Background: an optimization exercise with open tools, aiming at small area, a short achievable clock period and few clock cycles. Do not read the settings as production practice. In this exercise RTL edits were held to simulation tests only and were not proved equivalent to the original. Power and IR drop assume default switching activity.

==> design.v <==
module cpu(clk,reset,read_data,out,N,V,Z,mem_cmd,mem_addr);
input clk, reset;
input [15:0] read_data;
output reg [1:0] mem_cmd;
output reg [8:0] mem_addr;
output reg [15:0] out;
output reg N, V, Z;
reg        c_fetch;    
reg        d_valid;    
reg        halted;
reg  [8:0] xpc;        
reg        ld1_v, ld2_v;
reg  [2:0] ld1_rd, ld2_rd;
reg        e_valid;    
reg        e_haz;      
reg        e_ldw;      
reg        e_wr;       
reg  [2:0] e_wa;
reg  [1:0] e_op;       
reg        e_cmp, e_ldr, e_str, e_halt;
reg  [4:0] e_imm5;
reg [15:0] a, b;
wire smc   = mem_cmd[1] & ((mem_addr[8:6] == xpc[8:6]) | (&xpc[5:0] & (mem_addr[8:6] == xpc[8:6] + 3'd1)));
wire flush = (e_valid & e_haz) | smc;
wire exec  = e_valid & ~flush & ~halted;
wire [15:0] sum = a + (b ^ {16{e_op[0]}}) + {15'b0, e_op[0]};
reg  [15:0] res;
always @(*) begin
  case (e_op)
    2'b10: res = a & b;
    2'b11: res = ~b;
    default: res = sum;
  endcase
end
wire [8:0] ea = a[8:0] + {{4{e_imm5[4]}}, e_imm5};
wire       we_x = exec & e_wr;
wire       we   = we_x | e_ldw;
wire       mem_x = exec & (e_ldr | e_str);
reg  [15:0] rf [0:7];
integer k;
always @(posedge clk)
  for (k = 0; k < 8; k = k + 1)
    if (we && e_wa == k) rf[k] <= res;
always @(posedge clk) begin
  if (exec & e_cmp) begin
    Z <= (a == b);
    N <= sum[15];
    V <= (a[15] ^ b[15]) & (sum[15] ^ a[15]);
  end
end
wire [15:0] ir = read_data;
wire is_ldr  = ~ir[15];                         
wire is_str  = ~(ir[14] | ir[13]);              
wire is_mem  = is_ldr | is_str;
wire is_halt = ir[15] & ir[14] & ir[13];        
wire is_mov  = ir[14] & ~ir[13];                
wire is_alu  = ~ir[14] & ir[13];                
wire is_movi = is_mov & ir[12];
wire use_rn  = is_mem | (is_alu & ~(ir[12] & ir[11]));
wire use_rm  = (is_mov & ~ir[12]) | is_alu;
wire [2:0] rn = ir[10:8], rd = ir[7:5], rm = ir[2:0];
wire [2:0] rb = is_str ? rd : rm;
wire [1:0] sh = is_mem ? 2'b00 : ir[4:3];
function [15:0] shf;
  input [15:0] x;
  input [1:0] s;
  case (s)
    2'b00: shf = x;
    2'b01: shf = {x[14:0], 1'b0};
    2'b10: shf = {1'b0, x[15:1]};
    default: shf = {x[15], x[15:1]};
  endcase
endfunction
function pend;
  input [2:0] r;
  pend = (e_valid & e_ldr & (e_wa == r)) | (ld1_v & (ld1_rd == r));
endfunction
wire haz_d = (use_rn & pend(rn)) | (use_rm & pend(rm)) | (is_str & pend(rd));
wire fwd_a = we & (e_wa == rn);
wire fwd_b = we & (e_wa == rb);
wire        pass = ld2_v | is_mov;
wire [15:0] a_d = pass ? 16'b0 : fwd_a ? res : rf[rn];
wire [15:0] b_sh = shf(fwd_b ? res : rf[rb], sh);
wire [15:0] b_d = ld2_v ? read_data : is_movi ? {{8{ir[7]}}, ir[7:0]} : b_sh;
always @(posedge clk) begin
  a <= a_d;
  b <= b_d;
  e_haz  <= haz_d;
  e_wr   <= is_mov | (is_alu & ~(~ir[12] & ir[11]));
  e_wa   <= ld2_v ? ld2_rd : is_movi ? rn : rd;
  e_op   <= pass ? 2'b00 : ir[12:11];
  e_cmp  <= is_alu & ~ir[12] & ir[11];
  e_ldr  <= is_ldr;
  e_str  <= is_str;
  e_halt <= is_halt;
  e_imm5 <= ir[4:0];
  ld1_rd <= e_wa; ld2_rd <= ld1_rd;
end
wire [8:0] xpc1 = xpc + 9'd1;
wire [1:0] inflight = {1'b0, e_valid} + {1'b0, d_valid} + {1'b0, c_fetch};
wire [8:0] nfa = xpc + {7'b0, inflight};
always @(posedge clk) out <= b;
always @(posedge clk) begin
  if (reset) begin
    mem_cmd <= 2'b01; mem_addr <= 9'd0; c_fetch <= 1'b1;
    xpc <= 9'd0;
    d_valid <= 1'b0; e_valid <= 1'b0; e_ldw <= 1'b0; halted <= 1'b0;
    ld1_v <= 1'b0; ld2_v <= 1'b0;
  end else begin
    d_valid <= c_fetch & ~flush;
    e_valid <= d_valid & ~flush;
    if (exec) xpc <= xpc1;
    ld1_v <= mem_x & e_ldr;
    ld2_v <= ld1_v & ~(we_x & (e_wa == ld1_rd));
    e_ldw <= ld2_v & ~(we_x & (e_wa == ld2_rd));
    if (halted | (exec & e_halt)) begin
      halted <= 1'b1; mem_cmd <= 2'b00; c_fetch <= 1'b0;
    end else if (flush) begin
      mem_cmd <= 2'b01; mem_addr <= xpc; c_fetch <= 1'b1;
    end else if (mem_x) begin
      mem_cmd <= e_str ? 2'b10 : 2'b01; mem_addr <= ea; c_fetch <= 1'b0;
    end else begin
      mem_cmd <= 2'b01; mem_addr <= nfa; c_fetch <= 1'b1;
    end
  end
end
endmodule
==> run.sh <==
#!/bin/bash
# synth_recipe.tcl (not shown) runs the flow's synth.tcl, then flattens the netlist and writes it again
# the make line also repeats each setting of config.mk as NAME=value (left out here)
make -C /OpenROAD-flow-scripts/flow DESIGN_CONFIG=/design/flow/config.mk WORK_HOME=/design/flow/orfs CLKGATE_MAP_FILE= SYNTH_SCRIPT=/design/flow/synth_recipe.tcl finish
==> config.mk <==
export PLATFORM = sky130hd
export DESIGN_NAME = cpu
export DESIGN_NICKNAME = cpu
export VERILOG_FILES = /design/flow/design.v
export SDC_FILE = /design/flow/constraint.sdc
export NUM_CORES = 4
export LEC_CHECK = 0
export ABC_AREA = 1
export CAP_MARGIN = 20
export CORE_MARGIN = 2
export CORE_UTILIZATION = 55
export PLACE_DENSITY = 0.65
export SETUP_SLACK_MARGIN = 3.5
export SLEW_MARGIN = 20
==> constraint.sdc <==
create_clock -name core_clock -period 6.0 [get_ports {clk}]
set_input_delay 1.2000 -clock core_clock [delete_from_list [all_inputs] [get_ports {clk}]]
set_output_delay 1.2000 -clock core_clock [all_outputs]
set_load 0.01 [all_outputs]
==> impl_metrics.json <==
{
  "grt.overflow.total": 0,
  "cp-endpoint": "b[5]$_DFF_P_",
  "place_inst": 1697,
  "yosysWarnings": 2,
  "vias_per_cell": 6.31,
  "clk_pin_slew_ps": 70,
  "worstSetupStartpointType": "input port",
  "finalMaxSlewViolations": 0,
  "cap_violations": 0,
  "ys_seq_elements": 228,
  "pwr-share-seq_pct": 37.8,
  "place_area_um2": 13100,
  "powerDensity_nw_per_um2": 302,
  "r2r_slack_ps": 3280,
  "dr.pass1.iters": 6,
  "root_buffer": "clkbuf_16",
  "cts_buffer_depth": 3,
  "synthTopCellsByArea": "edfxtp_1 33%, dfxtp_1 16%, nand2_1 7.5%",
  "grt_antenna_before_repair": 0,
  "dieArea_um2": 23100,
  "drc_errors": 0,
  "worst_pin_slew_ps": 717,
  "r2r-end": "b[14]$_DFF_P_",
  "synth.avg_cell_area_um2": 8.58,
  "ys_seq_area_share_pct": 48.8,
  "rr_startpoint": "e_op[0]$_SDFF_PP0_",
  "grt_pass1_wl_um": 63200,
  "cp.arrival_ps": 3310,
  "fin_setup_tns_ps": 0,
  "initial_core_util_pct": 55.6,
  "place_hpwl_um": 26100,
  "hold_viol_final": 0,
  "end_kind": "register",
  "clkPwrFrac_pct": 30.6,
  "wl_per_cell_um": 24.1,
  "required_ps": 6420,
  "fin_nets": 1662,
  "drive_gt1_share_pct": 32.2,
  "fmax_mhz": 346,
  "core.rowCount": 54,
  "synth_top_area_share_pct": 32.6,
  "reg2reg_depth": 16,
  "grt_pass1_vias": 11098,
  "worstSetupPathType": "in2reg",
  "finalClockSkew_ps": 11.4,
  "port_buffers": 47,
  "cp_max_fo": 7,
  "vias": 11963,
  "core_area_um2": 21700,
  "clock_latency_ps": 540,
  "synthFlopType": "edfxtp_1",
  "synthTopCellsByCount": "240 x nand2_1, 181 x inv_1, 131 x edfxtp_1, 131 x nor2_1, 121 x nand3_1",
  "slew_headroom_pct": 52.1,
  "async_flop_share_pct": 0,
  "numCtsBuffers": 25,
  "min_period_over_period_pct": 48.1,
  "grtUsageTotal_pct": 35.1,
  "min_path_type": "reg2reg",
  "die_w_um": 152,
  "holdBufCountCts": 0,
  "syn_inst": 1405,
  "cts.sinks": 228,
  "grt_max_degree": 18,
  "ios": 48,
  "peakVddDrop_mv": 0.320,
  "swShare_pct": 33.5,
  "synth_edf_count": 131,
  "ys_types": 52,
  "finalSetupViolations": 0,
  "critPathLaunch": "read_data[14]",
  "comb_power_share_pct": 31.6,
  "cts.htree.levels": 1,
  "switchingPower_uw": 1710,
  "cts_tree": "yes",
  "fin_area_um2": 16900,
  "instances_no_fill": 1897,
  "die_y_um": 152,
  "ant_nets": 0,
  "syn2layout_area_growth_pct": 40.4,
  "drtIter0Drc": 1412,
  "p_leak_uw": 0.00700,
  "totalWireLength_um": 45800,
  "synth_area_um2": 12000,
  "period_needed_ps": 2890,
  "power.internal_uw": 3390,
  "yosys.cell_count.top_type": "nand2_1",
  "yosysTopAreaCell": "edfxtp_1",
  "rsz0062_at_grt": "yes",
  "synth_nets": 1469,
  "routabilityCongestion": 0.977,
  "outcome": "no timing/DRC/antenna violations"
}
worst min-delay path by stage:
stage	from	depth (start not counted)	to	slack, ps
2_1_floorplan	e_wa[1]$_DFF_P_	0	ld1_rd[1]$_DFF_P_	330
3_3_place_gp	b[0]$_DFF_P_	0	out[0]$_DFF_P_	400
3_5_place_dp	b[3]$_DFF_P_	0	out[3]$_DFF_P_	400
4_1_cts	b[3]$_DFF_P_	0	out[3]$_DFF_P_	410
5_1_grt	b[8]$_DFF_P_	0	out[8]$_DFF_P_	420
6_report	b[8]$_DFF_P_	0	out[8]$_DFF_P_	420
through the flow:
stage	hold slack [ps]	setup WS, ps	total power [uW]	utilization [%]
2_1_floorplan	326	3130	2580	-
3_3_place_gp	403	1700	2920	60.5
3_5_place_dp	398	1590	2930	60.5
4_1_cts	406	3250	4760	71.9
5_1_grt	419	3070	5270	78.0
6_report	420	3110	5100	78.0
per-layer routing:
layer	vias to the layer above	GRT usage, %	wire [um]
met1	5607	44.9	16700
met5	-	0	0
met4	0	18.3	2880
li1	5243	-	-
met3	254	5.82	4950
met2	859	57.6	21200
flip-flops by register name, summed over array words and instances, names as in the netlist, 2 cells and up:
name      flops
rf          128
a            16
b            16
out          16
mem_addr      9
xpc           9
e_imm5        5
e_wa          3
ld1_rd        3
ld2_rd        3
e_op          2
mem_cmd       2
area by class of cell:
class                   instances  area (um2)
clock buffers                  32         746
well taps                     280         350
repair inverters                2        15.0
clock inverters                13        97.6
multi-input cells             942        6750
diodes                          1        2.50
fillers                      1390        4770
repair buffers                212        2260
inverters                     187         797
flip-flops and latches        228        5900
what timing repair did:
action / CTS / global route
pin swaps: 58 / 103
setup buffers: 86 / 53
gates cloned: 7 / 8
hold endpoints to repair: 0 / 0
setup endpoints to repair: 316 / 253
resized for setup: 274 / 205
power groups by stage:
| stage | Combinational [uW] | Clock [uW] | Sequential, uW |
|---|---|---|---|
| finish | 1610 | 1560 | 1930 |
| global route | 1710 | 1630 | 1930 |
| CTS | 1270 | 1560 | 1920 |
| detailed placement | 983 | 0 | 1950 |
| global placement | 973 | 0 | 1950 |
| floorplan | 662 | 0 | 1920 |
cells by family after synthesis:
group                      after synthesis  share of synthesized area (%)
and+or+nand+nor                        544                           19.5
AOI/OAI and AO/OA                      304                           15.6
buffers and inverters                  237                           7.75
DFF                                    228                           48.8
xor gates and xnor gates                46                           3.34
adders and majority gates               46                           5.03
cells in the final DEF, fill, tap and decap left out, drive strengths merged, types with 4 or more instances in the layout:
cell type	n
a21oi	84
clkdlybuf4s50	6
nor3	15
o2111ai	5
o22ai	36
dfxtp	97
clkbuf	41
a211oi	6
o211ai	13
a221oi	21
nand4	7
nand3	126
nand2	242
dlygate4sd2	30
ha	42
nor2	133
a41oi	13
a31oi	9
nor4	14
xor2	35
or2	4
inv	175
edfxtp	131
o21ai	86
fa	4
clkinvlp	17
clkinv	9
o21bai	11
xnor2	11
a22oi	6
buf	162
clkdlybuf4s15	4
critical path, stage by stage:
cell and delay, ps:
buf_8 100, nor2_4 210, buf_6 150, nand2_4 50, o21ai_4 70, buf_12 140
buf_12 110, nor3_4 50, buf_6 130, clkbuf_16 160, a21oi_2 130, nand3_1 80
o21bai_1 230, nand2_1 160, nand3_1 110, nand3_1 90, nor2_1 80, nor2_1 40
Testbench counts, summed over its fixed seeds: cycles 13,053.

[separate check: timing with driven ports]
How much do the figures lean on ideal ports? The routed layout below was timed once more, with nothing changed but the port constraints.
Step 1 (the two cells are an assumption about what drives the block):
set clk [get_ports {clk}]
set_driving_cell -lib_cell sky130_fd_sc_hd__clkbuf_16 $clk
set_driving_cell -lib_cell sky130_fd_sc_hd__buf_2 [delete_from_list [all_inputs] $clk]
Step 2, shift: input delay + t, output delay - t, t = (earliest + latest rising clock arrival at the registers) / 2. This alone moves slack from input paths to output paths.
Slacks: ideal ports / drivers / drivers and shift; pairs: ideal ports / drivers.
t (ns): 0.578
setup WS [ns]: 3.113 / 3.121 / 2.543
clock arrival spread, ns: 0.013 / 0.012
After both steps this run still meets setup and hold. For this run, drivers alone change the setup slack by +0.008 ns; drivers and shift together by -0.570 ns.
